From an optimization exercise on the open Yosys and OpenROAD flow, aimed at small area; shortcuts taken in it are not production practice.
The RTL was checked by simulation tests, not by an equivalence proof against the original design.
Power and IR drop assume default switching activity.

<file path="flow/design.v">
module Decoder_7_segment(
    input [3:0] in,
    output [6:0] seg
    );
    wire d3 = in[3], d2 = in[2], d1 = in[1], d0 = in[0];
    assign seg[6] = (~d3 & ~d2 & ~d1 & d0) | (d2 & ~d1 & ~d0);
    assign seg[5] = d2 & (d1 ^ d0);
    assign seg[4] = ~d2 & d1 & ~d0;
    assign seg[3] = (~d3 & ~d2 & ~d1 & d0) | (d2 & ~(d1 ^ d0));
    assign seg[2] = d0 | (d2 & ~d1);
    assign seg[1] = (~d2 & d1) | (d1 & d0) | (~d3 & ~d2 & d0);
    assign seg[0] = (~d3 & ~d2 & ~d1) | (d2 & d1 & d0);
endmodule
module debounce(
    input clk_in, pb,
    output reg pb_out,
    input rst
);
    reg [19:0] count;
    reg pb_sync_0, pb_sync_1, pb_stable;
    wire eq = (pb_sync_1 == pb_stable);
    wire gt = (|count[19:7]) |
              (count[6] & count[5] & (count[4] | count[3] | (count[2] & (count[1] | count[0]))));
    always @(posedge clk_in) begin
        count <= eq ? 20'd0 : count + 20'd1;
        if (rst) begin
            pb_sync_0 <= 1'b0;
            pb_sync_1 <= 1'b0;
            pb_stable <= 1'b0;
            pb_out <= 1'b0;
        end else begin
            pb_sync_0 <= pb;
            pb_sync_1 <= pb_sync_0;
            if (!eq && gt)
                pb_stable <= pb_sync_1;
            pb_out <= pb_sync_1 & ~pb_stable;
        end
    end
endmodule
module sevenseg_driver(
        input clk,
        input clr,
        input [3:0] in1,
        input [3:0] in2,
        input [3:0] in3,
        input [3:0] in4,
        output [6:0] seg,
        output [3:0] an
        );
        reg [11:0] cnt;
        reg started;
        reg [3:0] digit;
        wire load = &cnt[9:0];
        wire [1:0] st = cnt[11:10];
        reg [3:0] sel;
        always @(*) begin
            case (st)
                2'd0: sel = in1;
                2'd1: sel = in2;
                2'd2: sel = in3;
                default: sel = in4;
            endcase
        end
        always @(posedge clk) begin
            if (clr) begin
                cnt <= 12'h200;
                started <= 1'b0;
                digit <= 4'd8;
            end else begin
                cnt <= cnt + 12'd1;
                if (load) begin
                    started <= 1'b1;
                    digit <= sel;
                end
            end
        end
        assign an[3] = started & (st != 2'd1);
        assign an[2] = started & (st != 2'd2);
        assign an[1] = started & (st != 2'd3);
        assign an[0] = started & (st != 2'd0);
        Decoder_7_segment dec(digit, seg);
endmodule
module digital_clock(
    input clk,
    input en,         
    input srst,       
    input clr,        
    input hrup,
    input minup,
    output reg [3:0] s1,
    output reg [2:0] s2,
    output reg [3:0] m1,
    output reg [2:0] m2,
    output reg [3:0] h1,
    output reg [1:0] h2
    );
    reg [9:0] clkc;
    wire pre_end = &{clkc[9:5], clkc[3]};
    wire adv  = en & ~clr & ~minup & ~hrup;
    wire tick = adv & pre_end;
    wire s1_9 = s1[3] & s1[0];
    wire s2_5 = s2[2] & s2[0];
    wire m1_9 = m1[3] & m1[0];
    wire m2_5 = m2[2] & m2[0];
    wire h1_9 = h1[3] & h1[0];
    wire h_23 = h2[1] & h1[1] & h1[0];
    wire inc_s1 = tick;
    wire inc_s2 = tick & s1_9;
    wire inc_m1 = minup | (inc_s2 & s2_5);
    wire inc_m2 = inc_m1 & m1_9;
    wire inc_h  = (hrup & ~minup) | (inc_s2 & s2_5 & m1_9 & m2_5);
    wire clear = srst | clr;
    always @(posedge clk) begin
        if (srst)
            clkc <= 10'd0;
        else if (adv)
            clkc <= pre_end ? 10'd0 : clkc + 10'd1;
        if (clear) begin
            s1 <= 0; s2 <= 0; m1 <= 0; m2 <= 0; h1 <= 0; h2 <= 0;
        end else begin
            if (inc_s1) s1 <= s1_9 ? 4'd0 : s1 + 4'd1;
            if (inc_s2) s2 <= s2_5 ? 3'd0 : s2 + 3'd1;
            if (inc_m1) m1 <= m1_9 ? 4'd0 : m1 + 4'd1;
            if (inc_m2) m2 <= m2_5 ? 3'd0 : m2 + 3'd1;
            if (inc_h) begin
                if (h_23) begin
                    h1 <= 4'd0; h2 <= 2'd0;
                end else if (h1_9) begin
                    h1 <= 4'd0; h2 <= h2 + 2'd1;
                end else
                    h1 <= h1 + 4'd1;
            end
        end
    end
endmodule
module Top_Module(
    input clk,  
    input rst,  
    input sw,  
    input btnC,  
    input btnU,  
    input btnR,  
    output [6:0] seg,
    output [3:0] an,
    output [7:0] led  
);
wire [3:0] s1, m1, h1;
wire [2:0] s2, m2;
wire [1:0] h2;
reg hrup, minup;
wire btnCclr, btnUclr, btnRclr;
reg btnUclr_prev, btnRclr_prev;
debounce dbC(clk, btnC, btnCclr, rst);
debounce dbU(clk, btnU, btnUclr, rst);  
debounce dbR(clk, btnR, btnRclr, rst);  
sevenseg_driver seg7(clk, rst, {2'b00, h2}, h1, {1'b0, m2}, m1, seg, an);
digital_clock clock(clk, sw, rst, btnCclr, hrup, minup, s1, s2, m1, m2, h1, h2);
always @(posedge clk) begin
    btnUclr_prev <= btnUclr;
    btnRclr_prev <= btnRclr;
    if (rst) begin
        hrup <= 1'b0;
        minup <= 1'b0;
    end else begin
        hrup <= btnUclr & ~btnUclr_prev;
        minup <= btnRclr & ~btnRclr_prev;
    end
end
assign led[7:0] = {1'b0, s2, s1};
endmodule
</file>
<file path="flow/run.sh">
#!/bin/bash
# synth_recipe.tcl (not shown) runs the flow's synth.tcl, then flattens the netlist and writes it again
# the make line also repeats each setting of config.mk as NAME=value (left out here)
make -C /OpenROAD-flow-scripts/flow DESIGN_CONFIG=/design/flow/config.mk WORK_HOME=/design/flow/orfs CLKGATE_MAP_FILE= SYNTH_SCRIPT=/design/flow/synth_recipe.tcl finish
</file>
<file path="flow/config.mk">
export PLATFORM = sky130hd
export DESIGN_NAME = Top_Module
export DESIGN_NICKNAME = Top_Module
export VERILOG_FILES = /design/flow/design.v
export SDC_FILE = /design/flow/constraint.sdc
export NUM_CORES = 4
export LEC_CHECK = 0
export CAP_MARGIN = 20
export CORE_MARGIN = 2
export CORE_UTILIZATION = 60
export CTS_BUF_LIST = sky130_fd_sc_hd__clkbuf_8
export CTS_CLUSTER_DIAMETER = 200
export CTS_CLUSTER_SIZE = 40
export SLEW_MARGIN = 20
</file>
<file path="flow/constraint.sdc">
create_clock -name core_clock -period 10.0 [get_ports {clk}]
set_input_delay 2.0000 -clock core_clock [delete_from_list [all_inputs] [get_ports {clk}]]
set_output_delay 2.0000 -clock core_clock [all_outputs]
set_load 0.01 [all_outputs]
</file>
==> flow_metrics.tcl, run 1 <==
set metrics [dict create \
    cpMaxStageDelayCell "clkdlybuf4s50_1" \
    io_buffers 23 \
    path_max_fanout 7 \
    setup.worst_path.class "reg2out" \
    path_cells "ha_1 -> nand2b_1 -> o31ai_1 -> clkdlybuf4s50_1" \
    antenna_found_initial 0 \
    synth_warnings 4 \
    die_area_um2 10400 \
    layout-drive-gt1-share_pct 7.22 \
    cts_hold_buf 0 \
    fp.coreArea_um2 9280 \
    finalSetupViolCount 0 \
    end_kind "output port" \
    ios 25 \
    start_kind "flip-flop" \
    maxSlewViolCount 0 \
    placedCellCount 776 \
    holdPathStages 0 \
    initialDrtViolationCount 181 \
    utilization_pct 69.1 \
    fin_setup_tns_ns 0 \
    relSlewSlack_pct 38.9 \
    fin_cells 808 \
    r2r_end "clock.h1[2]" \
    hold_path_end "btnUclr_prev" \
    cts_made_buffers 17 \
    synth_top_cell_area_share_pct 42.6 \
    ys_ff_latch 123 \
    maxCapViolations 0 \
    synth-main-ff-cell "dfxtp_1" \
    track_usage_pct 21.9 \
    htreeDepth 4 \
    dr.pass1.iters 5 \
    clock_sinks 123 \
    grt_max_degree 41 \
    mostFrequentLayoutCells "dfxtp_1 (123), nor2_1 (70), nand2_1 (46)" \
    synth-seq-area-share_pct 42.6 \
    critPathBufInv 1 \
    p_total_mw 0.898 \
    max_freq_mhz 254 \
    clk_pin_slew_ns 0.07 \
    drcViolationCount 0 \
    fp.dieH_um 102 \
    period_share_pct 39.3 \
    ys_top_cells_by_area "dfxtp_1 (43%), xor2_1 (5.2%), nor2_1 (4.5%), ha_1 (3.7%), nand3_1 (3.0%)" \
    async_flop_share_pct 0 \
    layout_commonest_cell "dfxtp_1" \
    place_congestion 0.855 \
    ctsResizeCount 0 \
    yosys.area.top_type "dfxtp_1" \
    grt_overflow 0 \
    rsz0062_at_grt "no" \
    dpl.hpwl_um 7270 \
    drt_wl_total_um 10700 \
    avgViaCountPerCell 5.74 \
    die_width_um 102 \
    synthToLayoutAreaGrowth_pct 11.1 \
    postLayoutCellArea_um2 6420 \
    hold_viol_final 0 \
    clock_latency_ns 0.43 \
    post_drt_wl_per_cell_um 13.3 \
    worstHoldStart "dbU.pb_out" \
    crit_family "buffers and inverters" \
    post_cts_buffers 0 \
    start_util_pct 62.2 \
    status "timing/DRC/antenna clean" \
    avgSynthCellArea_um2 8.90 \
    power_density_nw_per_um2 140 \
    ir_drop_mv 0.112 \
    cts_tree "built" \
    synth_cells 649 \
    yosysUniqueCellTypes 63 \
    vias 4640 \
    skew_ns 0.00916 \
    postRouteAntennaNets 0 \
    diodes 0 \
    layout_min_cycle_time_ns 3.93 \
    synth-edff-count 0 \
    hp-class "reg2reg" \
    rrSetupSlack_ns 7.79 \
    syn_nets 672 \
    postPlaceCellArea_um2 6070 \
    netlist_area_um2 5780 \
    tightest_slew_ns 0.913 \
    root_buffer "clkbuf_8" \
    clock_path_buffers 2 \
    first_global_vias 4099 \
    row_count 35 \
    cpPeakStageDelay_ns 0.57 \
    fin_nets 689 \
    grt_pass1_wl_um 18300 \
    r2r-start "minup" \
    p_leak_nw 2.08 \
    arrival_ns 1.93 \
    ff2ff_path_depth 4 \
    required_ns 8.00 \
]
-- sequential cells by signal, summed over array words and instances, names as in the netlist, 2 cells and up --
name and cells:
seg7.cnt 12, dbU.count 20, clock.m2 3, clock.clkc 10, clock.h1 4, clock.h2 2
clock.m1 4, clock.s1 4, dbR.count 20, clock.s2 3, dbC.count 20, seg7.digit 4
-- worst max-delay path by stage --
stage | to | startpoint | slack [ns] | cells after the start
3_5_place_dp | clock.h1[2] | sw | 5.83 | 5
3_3_place_gp | clock.h1[2] | sw | 5.87 | 5
5_1_grt | seg[3] | seg7.digit[1] | 5.93 | 4
2_1_floorplan | clock.h1[3] | sw | 6.42 | 5
4_1_cts | seg[3] | seg7.digit[1] | 6.04 | 4
6_report | seg[3] | seg7.digit[0] | 6.07 | 4
-- logic make-up (layout without fill, tap and decap cells) --
logic type	Yosys count	in the layout	synth area share (%)
adder cells (fa/ha/maj)	17	17	3.68
AND/OR/NAND/NOR	304	304	28.9
flip-flops	123	123	42.6
multiplexers	14	14	2.92
buffers and inverters	44	74	3.08
other	1	1	0.0649
XOR/XNOR	53	53	8.04
AO/OA/AOI/OAI	93	93	10.7
-- synth_stat cells (10+ instances only) --
master / n
nor2_1: 70
or4_1: 14
xor2_1: 34
xnor2_1: 19
nor3_1: 17
nor2b_1: 17
nand2b_1: 10
o21ai_0: 14
and4_1: 14
or3_1: 14
a21oi_1: 33
o31ai_1: 13
nand2_1: 46
nand4_1: 27
nand3_1: 35
clkbuf_1: 23
ha_1: 17
dfxtp_1: 123
inv_1: 17
-- area by class of cell --
cell class	instances	area (um2)
fill	792	2870
clock inverter	14	101
clock buffer	18	248
timing repair buffer	25	245
multi-input combinational	482	3140
inverter	17	63.8
sequential	123	2460
tap	129	161
-- routing by layer --
layer  GRT usage [%]  wire (um)  vias up  part of all wire, %
met4            7.59        116        0                  1.1
met2            36.5       5120       90                   48
met5               0          0        -                    0
met3            5.81        448       12                  4.2
li1                -          -     2381                    -
met1            27.6       5050     2157                   47
-- where the power goes --
part / internal, mW / switching [mW] / total, mW / leakage [nW]
Sequential: 0.494 / 0.00373 / 0.498 / 0.994
Clock: 0.177 / 0.200 / 0.378 / 0.178
Combinational: 0.00879 / 0.0134 / 0.0222 / 0.913
-- through the flow --
stage	hold WS (ns)	setup WS (ns)
finish	0.346	6.07
global placement	0.329	5.87
detailed placement	0.328	5.83
floorplan	0.323	6.42
global route	0.353	5.93
CTS	0.348	6.04
==> inputs of run 2 (changes only) <==
--- a/flow/config.mk
+++ b/flow/config.mk
@@ -8,7 +8,4 @@
 export CAP_MARGIN = 20
 export CORE_MARGIN = 2
-export CORE_UTILIZATION = 60
-export CTS_BUF_LIST = sky130_fd_sc_hd__clkbuf_8
-export CTS_CLUSTER_DIAMETER = 200
-export CTS_CLUSTER_SIZE = 40
+export CORE_UTILIZATION = 40
 export SLEW_MARGIN = 20
==> run 2 against run 1 <==
Still clean on timing, DRC and antenna. Clock power up 54%. Synthesized cell count unchanged. Via count hardly changed. Worst setup slack improved by 0.0073 ns. Critical path type unchanged. Largest cell class unchanged. Largest power group is now the clock network.
==> flow_metrics.tcl, run 2 <==
set metrics [dict create \
    synth_mux_area_share_pct 2.92 \
    synth_top_family_by_area "simple AND/OR/NAND/NOR gates" \
    power_density_nw_per_um2 165 \
    synth-compound-area-share_pct 10.7 \
    synth-simple-area-share_pct 28.9 \
    path_max_fanout 10 \
    yosys.area.top_type "dfxtp_1" \
    fin_nets 689 \
    r2r-start "minup" \
    grt_max_degree 41 \
    dp_slack_ns 5.84 \
    fin_cells 859 \
    post_drt_wl_per_cell_um 12.8 \
    postPlaceCellArea_um2 6130 \
    met2_usage_pct 24.4 \
    p_leak_nw 2.19 \
    p_total_mw 1.11 \
    first_global_vias 4243 \
    synth_top_cell_area_share_pct 42.6 \
    p_seq_share_pct 45.1 \
    synthToLayoutAreaGrowth_pct 15.9 \
    vias 4636 \
    start_kind "flip-flop" \
    drt_wl_total_um 11000 \
    maxSlewViolCount 0 \
    p_comb_share_pct 2.0 \
    cts_tree "built" \
    clock_path_buffers 2 \
    cpPeakStageDelay_ns 0.55 \
    grtUsageMet1_pct 19.5 \
    hp-class "reg2reg" \
    layout_commonest_cell "dfxtp_1" \
    nFillCells 1315 \
    clock_sinks 123 \
    skew_ns 0.00404 \
    period_share_pct 39.2 \
    clockPowerShare_pct 52.8 \
    drcViolationCount 0 \
    synth-edff-count 0 \
    ir_drop_mv 0.121 \
    regArea_um2 2460 \
    mostFrequentLayoutCells "dfxtp_1 (123), nor2_1 (70), nand2_1 (46)" \
    ys_top_cells_by_count "dfxtp_1 (123), nor2_1 (70), nand2_1 (46), nand3_1 (35), xor2_1 (34)" \
    yosysUniqueCellTypes 63 \
    fp.coreArea_um2 14000 \
    layout_min_cycle_time_ns 3.92 \
    worstHoldStart "dbR.pb_out" \
    status "timing/DRC/antenna clean" \
    cpMaxStageDelayCell "clkdlybuf4s50_1" \
    tightest_slew_ns 0.878 \
    clk_pin_slew_ns 0.05 \
    path_cells "mux2_2 -> nor2_1 -> clkdlybuf4s50_1" \
    fp.dieH_um 124 \
    swShare_pct 20.4 \
    finalSetupViolCount 0 \
    clock_latency_ns 0.41 \
    rsz0062_at_grt "no" \
    die_width_um 124 \
    diodes 0 \
    place_congestion 0.816 \
    syn_nets 672 \
    crit_start "seg7.digit[2]" \
    utilization_pct 47.9 \
    netlist_area_um2 5780 \
    initialDrtViolationCount 298 \
    relSlewSlack_pct 41.3 \
    required_ns 8.00 \
    p_switching_mw 0.225 \
    postRouteAntennaNets 0 \
    p_int_mw 0.880 \
    start_util_pct 41.3 \
    placedCellCount 827 \
    cts_hold_buf 0 \
    met3_usage_pct 4.72 \
    synth-main-ff-cell "dfxtp_1" \
    largest_registers "dbC.count (20), dbR.count (20), dbU.count (20)" \
    setup.worst_path.class "reg2out" \
    ys_ff_latch 123 \
    synth-seq-area-share_pct 42.6 \
    async_flop_share_pct 0 \
    cts_made_buffers 17 \
    avgSynthCellArea_um2 8.90 \
    hold_viol_final 0 \
    ctsResizeCount 0 \
    track_usage_pct 15.7 \
    die_area_um2 15400 \
    end_kind "output port" \
    multiInputGateArea_um2 3140 \
    avgViaCountPerCell 5.40 \
    busiest_layer "met2" \
    fin_setup_tns_ns 0 \
    ios 25 \
    row_count 43 \
    postLayoutCellArea_um2 6700 \
    arrival_ns 1.92 \
    grt_pass1_wl_um 19100 \
    holdWs_ns 0.343 \
    dpl.hpwl_um 7460 \
    max_freq_mhz 255 \
    grt_overflow 0 \
    ys_top_cells_by_area "dfxtp_1 (43%), xor2_1 (5.2%), nor2_1 (4.5%), ha_1 (3.7%), nand3_1 (3.0%)" \
    root_buffer "clkbuf_16" \
    maxCapViolations 0 \
    synth_fa_ha_area_share_pct 3.68 \
    dr.pass1.iters 6 \
    synth_warnings 4 \
    htreeDepth 4 \
    fin_ws_ns 6.08 \
    yosysMostFrequentCell "dfxtp_1" \
    layout-drive-gt1-share_pct 6.92 \
    synth-xor-area-share_pct 8.04 \
    post_cts_buffers 0 \
    io_buffers 23 \
    antenna_found_initial 0 \
    synth_cells 649 \
]
## run 2: cell families after synthesis
kind of cell               count (synthesis)
AOI/OAI and AO/OA                         93
xor gates and xnor gates                  53
other                                      1
DFF                                      123
adders and majority gates                 17
buffers and inverters                     44
muxes                                     14
and+or+nand+nor                          304
## run 2: layout make-up
| type | count | share of cell area [%] |
|---|---|---|
| multi-input combinational | 482 | 46.8 |
| sequential | 123 | 36.8 |
| clock buffer | 23 | 6.99 |
| timing repair buffer | 25 | 3.66 |
| tap | 180 | 3.36 |
| clock inverter | 9 | 1.42 |
| inverter | 17 | 0.953 |
## run 2: path summary, 6_finish.rpt
path / cells past startpoint / slack, ns / endpoint
max reg2reg: 4 / 7.81 / clock.h1[2]
min: 0 / 0.34 / btnRclr_prev
min reg2reg: 0 / 0.34 / btnRclr_prev
max: 3 / 6.08 / seg[6]
## run 2: power groups by stage
stage	Sequential [mW]	Clock, mW	Combinational [mW]
after global placement	0.509	0	0.0223
after detailed placement	0.509	0	0.0228
after global routing	0.499	0.621	0.0258
after CTS	0.499	0.598	0.0230
final	0.499	0.584	0.0225
after floorplan	0.508	0	0.0174
## run 2: metal layers
metal  vias to the layer above  wire length (um)
met1                      2140              5370
met4                         0               202
li1                       2378                 -
met5                         -                 0
met3                        22               487
met2                        96              4960
## run 2: worst max-delay path: cells and delay by family (launching register included)
family	cells	cell delay, ns
buffers and inverters	1	0.55
flip-flops	1	0.49
multiplexers	1	0.37
AND/OR/NAND/NOR	1	0.10
==> inputs of run 3 (changes only) <==
--- a/flow/design.v
+++ b/flow/design.v
@@ -17,11 +17,16 @@
     input rst
 );
+    localparam [19:0] P = 20'hAAAAA;
     reg [19:0] count;
+    reg past;
     reg pb_sync_0, pb_sync_1, pb_stable;
     wire eq = (pb_sync_1 == pb_stable);
-    wire gt = (|count[19:7]) |
-              (count[6] & count[5] & (count[4] | count[3] | (count[2] & (count[1] | count[0]))));
+    wire [19:0] s = count ^ P;
+    wire z = ~|s[18:0];
+    wire fb = s[19] ^ s[16] ^ z;
+    wire hit = s[19] & s[14];
     always @(posedge clk_in) begin
-        count <= eq ? 20'd0 : count + 20'd1;
+        count <= eq ? P : ({s[18:0], fb} ^ P);
+        past <= ~eq & (past ? ~z : hit);
         if (rst) begin
             pb_sync_0 <= 1'b0;
@@ -32,5 +37,5 @@
             pb_sync_0 <= pb;
             pb_sync_1 <= pb_sync_0;
-            if (!eq && gt)
+            if (!eq && past)
                 pb_stable <= pb_sync_1;
             pb_out <= pb_sync_1 & ~pb_stable;
==> run 3 against run 2 <==
Power increased by 7.2%. Global-route usage shrank 1.8 points. Clock power up 11%. Critical path type is now in2reg. Critical endpoint is now clock.m1[3].
==> flow_metrics.tcl, run 3 <==
set metrics [dict create \
    ios 25 \
    cts_made_buffers 17 \
    required_ns 10.33 \
    synth-main-ff-cell "dfxtp_1" \
    r2r_end "clock.m1[3]" \
    met2_usage_pct 21.5 \
    synth_cells 493 \
    dpl.hpwl_um 5550 \
    fin_ws_ns 6.02 \
    root_buffer "clkbuf_16" \
    start_util_pct 40.8 \
    vias 3396 \
    ys_ff_latch 126 \
    diodes 0 \
    tightest_slew_ns 0.753 \
    grtUsageMet1_pct 17.4 \
    first_global_vias 3137 \
    post_drt_wl_per_cell_um 12.2 \
    syn_nets 510 \
    maxCapViolations 0 \
    ctsResizeCount 0 \
    dr.pass1.iters 5 \
    fp.coreArea_um2 11400 \
    arrival_ns 4.30 \
    fp.dieH_um 112 \
    yosys.area.top_type "dfxtp_1" \
    rsz0062_at_grt "no" \
    die_width_um 112 \
    yosysUniqueCellTypes 52 \
    hp-class "reg2reg" \
    ys_top_cells_by_area "dfxtp_1 (54%), nor2_1 (4.7%), nand2_1 (4.0%), a21oi_1 (3.1%), ha_1 (3.0%)" \
    period_share_pct 39.8 \
    postRouteAntennaNets 0 \
    layout-drive-gt1-share_pct 7.65 \
    grt_pass1_wl_um 14100 \
    netlist_area_um2 4660 \
    r2r-start "minup" \
    initialDrtViolationCount 188 \
    clk_pin_slew_ns 0.05 \
    p_leak_nw 2.11 \
    hold_path_end "btnUclr_prev" \
    grt_max_degree 36 \
    drcViolationCount 0 \
    utilization_pct 49.3 \
    die_area_um2 12500 \
    fin_nets 532 \
    layout_commonest_cell "dfxtp_1" \
    met3_usage_pct 5.33 \
    synth-edff-count 0 \
    busiest_layer "met2" \
    largest_registers "dbC.count (20), dbR.count (20), dbU.count (20)" \
    max_freq_mhz 251 \
    drt_wl_total_um 8160 \
    status "timing/DRC/antenna clean" \
    avgSynthCellArea_um2 9.46 \
    layout_min_cycle_time_ns 3.98 \
    synthToLayoutAreaGrowth_pct 20.6 \
    synth_top_cell_area_share_pct 54.1 \
    nFillCells 1082 \
    power_density_nw_per_um2 211 \
    holdPathStages 0 \
    ys_top_cells_by_count "dfxtp_1 (126), nor2_1 (58), nand2_1 (50), a21oi_1 (29), clkbuf_1 (19)" \
    ff2ff_path_depth 4 \
    fin_setup_tns_ns 0 \
    avgViaCountPerCell 5.10 \
    start_kind "input pin" \
    clock_path_buffers 2 \
    yosysMostFrequentCell "dfxtp_1" \
    row_count 39 \
    synth-seq-area-share_pct 54.1 \
    place_congestion 0.821 \
    synth_warnings 4 \
    cts_tree "built" \
    mostFrequentLayoutCells "dfxtp_1 (126), nor2_1 (58), nand2_1 (50)" \
    worstHoldStart "dbU.pb_out" \
    ir_drop_mv 0.151 \
    end_kind "flip-flop" \
    hold_viol_final 0 \
    dp_slack_ns 5.61 \
    post_cts_buffers 0 \
    finalSetupViolCount 0 \
    cts_hold_buf 0 \
    clock_latency_ns 0.40 \
    grt_overflow 0 \
    rrSetupSlack_ns 7.68 \
    htreeDepth 4 \
    clock_sinks 126 \
    skew_ns 0.00537 \
    path_max_fanout 10 \
    track_usage_pct 13.9 \
    antenna_found_initial 0 \
    relSlewSlack_pct 49.1 \
    setup.worst_path.class "in2reg" \
    maxSlewViolCount 0 \
    async_flop_share_pct 0 \
    io_buffers 23 \
]
-- run 3: cell count changes after synthesis, moves of 6 or more --
cell / previous run / this run
xor2_1: 34 / 9
xnor2_1: 19 / 11
nor4_1: 8 / 2
nand3_1: 35 / 15
nor2_1: 70 / 58
nor2b_1: 17 / 10
and4_1: 14 / 3
ha_1: 17 / 11
nand4_1: 27 / 15
o31ai_1: 13 / 2
-- run 3: how the worst max path moves through the flow --
stage / startpoint / endpoint / slack, ns / depth (start not counted)
floorplan: sw / clock.m1[3] / 6.27 / 5
global placement: sw / clock.m1[3] / 5.65 / 5
detailed placement: sw / clock.m1[3] / 5.61 / 5
CTS: sw / clock.m1[3] / 6.04 / 5
global route: sw / clock.m1[3] / 5.96 / 5
finish: sw / clock.m1[3] / 6.02 / 5
-- run 3: worst max-delay path: stages --
cell and delay (ns):
clkdlybuf4s50_1 0.49, or4b_1 0.60, o41a_1 0.59, or4_1 0.50, a21oi_1 0.13
-- run 3: per-stage QoR --
stage / std cells / power, mW / instance area (um2) / hold WS (ns)
5_1_grt: 666 / 1.23 / 5630 / 0.358
3_5_place_dp: 639 / 0.545 / 5000 / 0.333
4_1_cts: 666 / 1.20 / 5630 / 0.347
2_1_floorplan: 493 / 0.539 / 4660 / 0.323
3_3_place_gp: 639 / 0.545 / 5000 / 0.329
6_report: 666 / 1.18 / 5630 / 0.343
-- run 3: logic make-up (layout without fill, tap and decap cells) --
kind of cell               count (synthesis)  in the layout  share of synthesized area [%]
and+or+nand+nor                          215            215                           23.8
muxes                                     11             11                           2.92
DFF                                      126            126                           54.1
AOI/OAI and AO/OA                         73             73                           9.39
adders and majority gates                 11             11                           2.95
xor gates and xnor gates                  20             20                           3.76
other                                      1              1                         0.0804
buffers and inverters                     36             66                           3.01
-- run 3: layout make-up --
type	instances	area [um2]	share of cell area (%)
Multi-Input combinational cell	331	2000	35.6
Timing Repair Buffer	24	238	4.23
Tap cell	143	179	3.18
Clock buffer	20	467	8.30
Clock inverter	7	163	2.89
Sequential cell	126	2520	44.8
Inverter	15	56.3	1.00
-- run 3: report_power, final --
part           total (mW)  internal, mW  switching [mW]
combinational      0.0232       0.00917          0.0140
clock               0.649         0.454           0.195
sequential          0.512         0.508         0.00397
-- run 3: layer usage --
metal | wire, um | share of wire, % | vias to the layer above
met5 | 0 | 0 | -
met4 | 115 | 1.4 | 0
met3 | 291 | 3.6 | 10
met2 | 3710 | 46 | 49
met1 | 4040 | 49 | 1581
li1 | - | - | 1756
==> inputs of run 4 (changes only) <==
--- a/flow/design.v
+++ b/flow/design.v
@@ -51,37 +51,26 @@
         input [3:0] in4,
         output [6:0] seg,
-        output [3:0] an
+        output reg [3:0] an
         );
-        reg [11:0] cnt;
-        reg started;
+        localparam [9:0] P = 10'h2AA;
+        reg [9:0] segclk;
         reg [3:0] digit;
-        wire load = &cnt[9:0];
-        wire [1:0] st = cnt[11:10];
-        reg [3:0] sel;
-        always @(*) begin
-            case (st)
-                2'd0: sel = in1;
-                2'd1: sel = in2;
-                2'd2: sel = in3;
-                default: sel = in4;
-            endcase
-        end
+        wire [9:0] s = segclk ^ P;
+        wire z = ~|s[8:0];
+        wire fb = s[9] ^ s[6] ^ z;
+        wire load = (s == 10'h084);
+        wire first = ~(an[3] | an[2]);
+        wire [3:0] sel = ({4{~an[0] | first}} & in1) | ({4{~an[3] & ~first}} & in2) |
+                         ({4{~an[2] & ~first}} & in3) | ({4{~an[1] & ~first}} & in4);
         always @(posedge clk) begin
+            segclk <= clr ? P : ({s[8:0], fb} ^ P);
             if (clr) begin
-                cnt <= 12'h200;
-                started <= 1'b0;
+                an <= 4'b0000;
                 digit <= 4'd8;
-            end else begin
-                cnt <= cnt + 12'd1;
-                if (load) begin
-                    started <= 1'b1;
-                    digit <= sel;
-                end
+            end else if (load) begin
+                an <= first ? 4'b0111 : {an[0], an[3:1]};
+                digit <= sel;
             end
         end
-        assign an[3] = started & (st != 2'd1);
-        assign an[2] = started & (st != 2'd2);
-        assign an[1] = started & (st != 2'd3);
-        assign an[0] = started & (st != 2'd0);
         Decoder_7_segment dec(digit, seg);
 endmodule
@@ -101,5 +90,6 @@
     );
     reg [9:0] clkc;
-    wire pre_end = &{clkc[9:5], clkc[3]};
+    localparam [9:0] OFS = 10'd23;
+    wire pre_end = &clkc;
     wire adv  = en & ~clr & ~minup & ~hrup;
     wire tick = adv & pre_end;
@@ -118,7 +108,7 @@
     always @(posedge clk) begin
         if (srst)
-            clkc <= 10'd0;
+            clkc <= OFS;
         else if (adv)
-            clkc <= pre_end ? 10'd0 : clkc + 10'd1;
+            clkc <= pre_end ? OFS : clkc + 10'd1;
         if (clear) begin
             s1 <= 0; s2 <= 0; m1 <= 0; m2 <= 0; h1 <= 0; h2 <= 0;
--- a/flow/config.mk
+++ b/flow/config.mk
@@ -8,4 +8,7 @@
 export CAP_MARGIN = 20
 export CORE_MARGIN = 2
-export CORE_UTILIZATION = 40
+export CORE_UTILIZATION = 75
+export CTS_BUF_LIST = sky130_fd_sc_hd__clkbuf_8
+export CTS_CLUSTER_DIAMETER = 100
+export CTS_CLUSTER_SIZE = 30
 export SLEW_MARGIN = 20
==> run 4 against run 3 <==
Still clean on timing, DRC and antenna. Routed wire length is 45% higher. Global-route usage is 22 points higher. Critical path depth shrank 1. Clock power down 26%. Flip-flop and latch count is 1 higher. Combinational power increased by 56%. Utilization up 40 points. Clock skew up 0.0042 ns. Die area decreased by 44%. Sequential power is 1% higher. Final cell count fell by 8.1%. Highest routed layer unchanged.
==> flow_metrics.tcl, run 4 <==
set metrics [dict create \
    holdPathStages 0 \
    fin_setup_tns_ns 0 \
    yosysUniqueCellTypes 55 \
    synth_top_cell_area_share_pct 53.7 \
    cts_tree "built" \
    synth-simple-area-share_pct 26.1 \
    hold_path_end "btnRclr_prev" \
    hp-class "reg2reg" \
    largest_registers "dbC.count (20), dbR.count (20), dbU.count (20)" \
    p_int_mw 0.780 \
    p_total_mw 1.03 \
    die_width_um 83.4 \
    clk_pin_slew_ns 0.08 \
    start_kind "flip-flop" \
    p_seq_share_pct 50.2 \
    utilization_pct 89.8 \
    synth-seq-area-share_pct 53.7 \
    cts_made_buffers 17 \
    avgSynthCellArea_um2 9.46 \
    clock_sinks 127 \
    p_switching_mw 0.254 \
    diodes 0 \
    row_count 28 \
    ios 25 \
    synth-xor-area-share_pct 2.59 \
    postLayoutCellArea_um2 5410 \
    async_flop_share_pct 0 \
    vias 4006 \
    swShare_pct 24.6 \
    nFillCells 266 \
    rsz0062_at_grt "no" \
    yosys.area.top_type "dfxtp_1" \
    worstHoldStart "dbR.pb_out" \
    clock_path_buffers 2 \
    post_drt_wl_per_cell_um 19.3 \
    path_max_fanout 7 \
    root_buffer "clkbuf_8" \
    hold_viol_final 0 \
    ctsResizeCount 0 \
    layout_commonest_cell "dfxtp_1" \
    max_freq_mhz 254 \
    dp_slack_ns 5.80 \
    synth_mux_area_share_pct 2.14 \
    synth_cells 500 \
    cts_hold_buf 0 \
    r2r-start "minup" \
    place_congestion 0.880 \
    synth-edff-count 0 \
    relSlewSlack_pct 29.7 \
    status "timing/DRC/antenna clean" \
    dr.pass1.iters 8 \
    p_comb_share_pct 3.5 \
    setup.worst_path.class "reg2out" \
    clockPowerShare_pct 46.3 \
    first_global_vias 3915 \
    grt_overflow 0 \
    end_kind "output port" \
    power_density_nw_per_um2 191 \
    synthToLayoutAreaGrowth_pct 14.3 \
    layout_min_cycle_time_ns 3.94 \
    syn_nets 516 \
    io_buffers 23 \
    required_ns 8.00 \
    netlist_area_um2 4730 \
    grt_max_degree 35 \
    track_usage_pct 35.7 \
    synth_top_family_by_area "simple AND/OR/NAND/NOR gates" \
    fin_nets 540 \
    clock_latency_ns 0.43 \
    maxCapViolations 0 \
    tightest_slew_ns 1.05 \
    die_area_um2 6960 \
    synth-compound-area-share_pct 9.89 \
    finalSetupViolCount 0 \
    mostFrequentLayoutCells "dfxtp_1 (127), nand2_1 (65), nor2_1 (57)" \
    postPlaceCellArea_um2 4980 \
    fin_ws_ns 6.06 \
    multiInputGateArea_um2 2060 \
    yosysMostFrequentCell "dfxtp_1" \
    p_leak_nw 2.11 \
    synth_warnings 4 \
    dpl.hpwl_um 6240 \
    drt_wl_total_um 11800 \
    synth_fa_ha_area_share_pct 2.64 \
    maxSlewViolCount 0 \
    drcViolationCount 0 \
    regArea_um2 2540 \
    ff2ff_path_depth 4 \
    fp.coreArea_um2 6030 \
    post_cts_buffers 0 \
    start_util_pct 78.5 \
    ys_top_cells_by_count "dfxtp_1 (127), nand2_1 (65), nor2_1 (58), a21oi_1 (24), nand4_1 (17)" \
    grt_pass1_wl_um 19500 \
    arrival_ns 1.94 \
    r2r_end "clock.m2[1]" \
    ys_top_cells_by_area "dfxtp_1 (54%), nand2_1 (5.2%), nor2_1 (4.6%), ha_1 (2.6%), a21oi_1 (2.5%)" \
    postRouteAntennaNets 0 \
    fp.dieH_um 83.4 \
    rrSetupSlack_ns 7.64 \
    period_share_pct 39.4 \
    initialDrtViolationCount 399 \
    ir_drop_mv 0.244 \
    synth-main-ff-cell "dfxtp_1" \
    layout-drive-gt1-share_pct 8.19 \
    antenna_found_initial 0 \
    ys_ff_latch 127 \
    skew_ns 0.00954 \
    htreeDepth 4 \
    avgViaCountPerCell 6.55 \
]
-- run 4: cell type report --
cell class | instances | share of cell area (%)
flip-flops and latches | 127 | 47.0
multi-input cells | 341 | 38.1
repair buffers | 24 | 4.40
clock buffers | 17 | 4.33
clock inverters | 15 | 3.59
well taps | 75 | 1.73
inverters | 13 | 0.902
-- run 4: worst max path at each step --
stage / start / slack [ns] / endpoint
3_5_place_dp: sw / 5.80 / clock.m2[1]
4_1_cts: seg7.digit[1] / 6.04 / seg[3]
3_3_place_gp: sw / 5.90 / clock.m2[1]
6_report: seg7.digit[1] / 6.06 / seg[3]
2_1_floorplan: sw / 6.53 / clock.s2[0]
5_1_grt: seg7.digit[1] / 5.92 / seg[3]
-- run 4: worst max-delay path: stages (launching register included) --
cell             delay, ns
dfxtp_1               0.45
ha_1                  0.29
nand2b_1              0.14
o31ai_1               0.07
clkdlybuf4s50_1       0.57
-- run 4: cell families (layout without fill, tap and decap cells) --
group / count (synthesis) / count (layout)
and+or+nand+nor: 233 / 233
adders and majority gates: 10 / 10
DFF: 127 / 127
muxes: 10 / 10
buffers and inverters: 32 / 69
other: 1 / 1
xor gates and xnor gates: 14 / 14
AOI/OAI and AO/OA: 73 / 73
-- run 4: power groups by stage --
stage               combinational (mW)  clock (mW)  sequential [mW]
global placement                0.0328           0            0.530
CTS                             0.0355       0.480            0.519
detailed placement              0.0338           0            0.530
global route                    0.0397       0.501            0.520
floorplan                       0.0276           0            0.528
finish                          0.0361       0.479            0.519
-- run 4: layer usage --
layer	wire length, um	share of wire [%]	up-vias	global-route usage [%]
li1	-	-	1818	-
met1	4560	39	1877	41.9
met2	5820	49	243	60.9
met3	891	7.5	68	7.95
met4	566	4.8	0	19.4
met5	0	0	-	0
-- run 4: stage by stage --
| stage | std cells | hold slack, ns |
|---|---|---|
| after floorplan | 500 | 0.323 |
| after global placement | 580 | 0.328 |
| after detailed placement | 580 | 0.346 |
| after CTS | 612 | 0.368 |
| after global routing | 612 | 0.376 |
| final | 612 | 0.368 |

-- re-timing with driven ports --
In the flow no input, the clock included, has a driving cell. The finished layouts below were timed again as built, in two steps.
Step 1, drivers: a clkbuf_16 drives clk and a buf_2 each remaining input, both assumed.
Step 2 adds t to the input delays and takes it off the output delays; t is the mean of the earliest and latest rising clock arrival at the registers after step 1. Input paths then give back, and output paths get back, about the clock's delay inside the block.
a / b / c = ideal ports / drivers / drivers and shift; a / b = the first two.
| run | t, ns | setup WS [ns] | clock arrival spread, ns |
|---|---|---|---|
| run 1 | 0.462 | 6.068 / 6.035 / 5.788 | 0.009 / 0.009 |
| run 2 | 0.455 | 6.076 / 6.034 / 5.780 | 0.007 / 0.007 |
| run 3 | 0.431 | 6.021 / 6.034 / 5.603 | 0.006 / 0.006 |
| run 4 | 0.461 | 6.059 / 6.026 / 5.732 | 0.013 / 0.013 |
After both steps setup and hold are still met in every run listed. For run 3, which loses most, drivers alone change the setup slack by +0.013 ns; drivers and shift together by -0.418 ns.
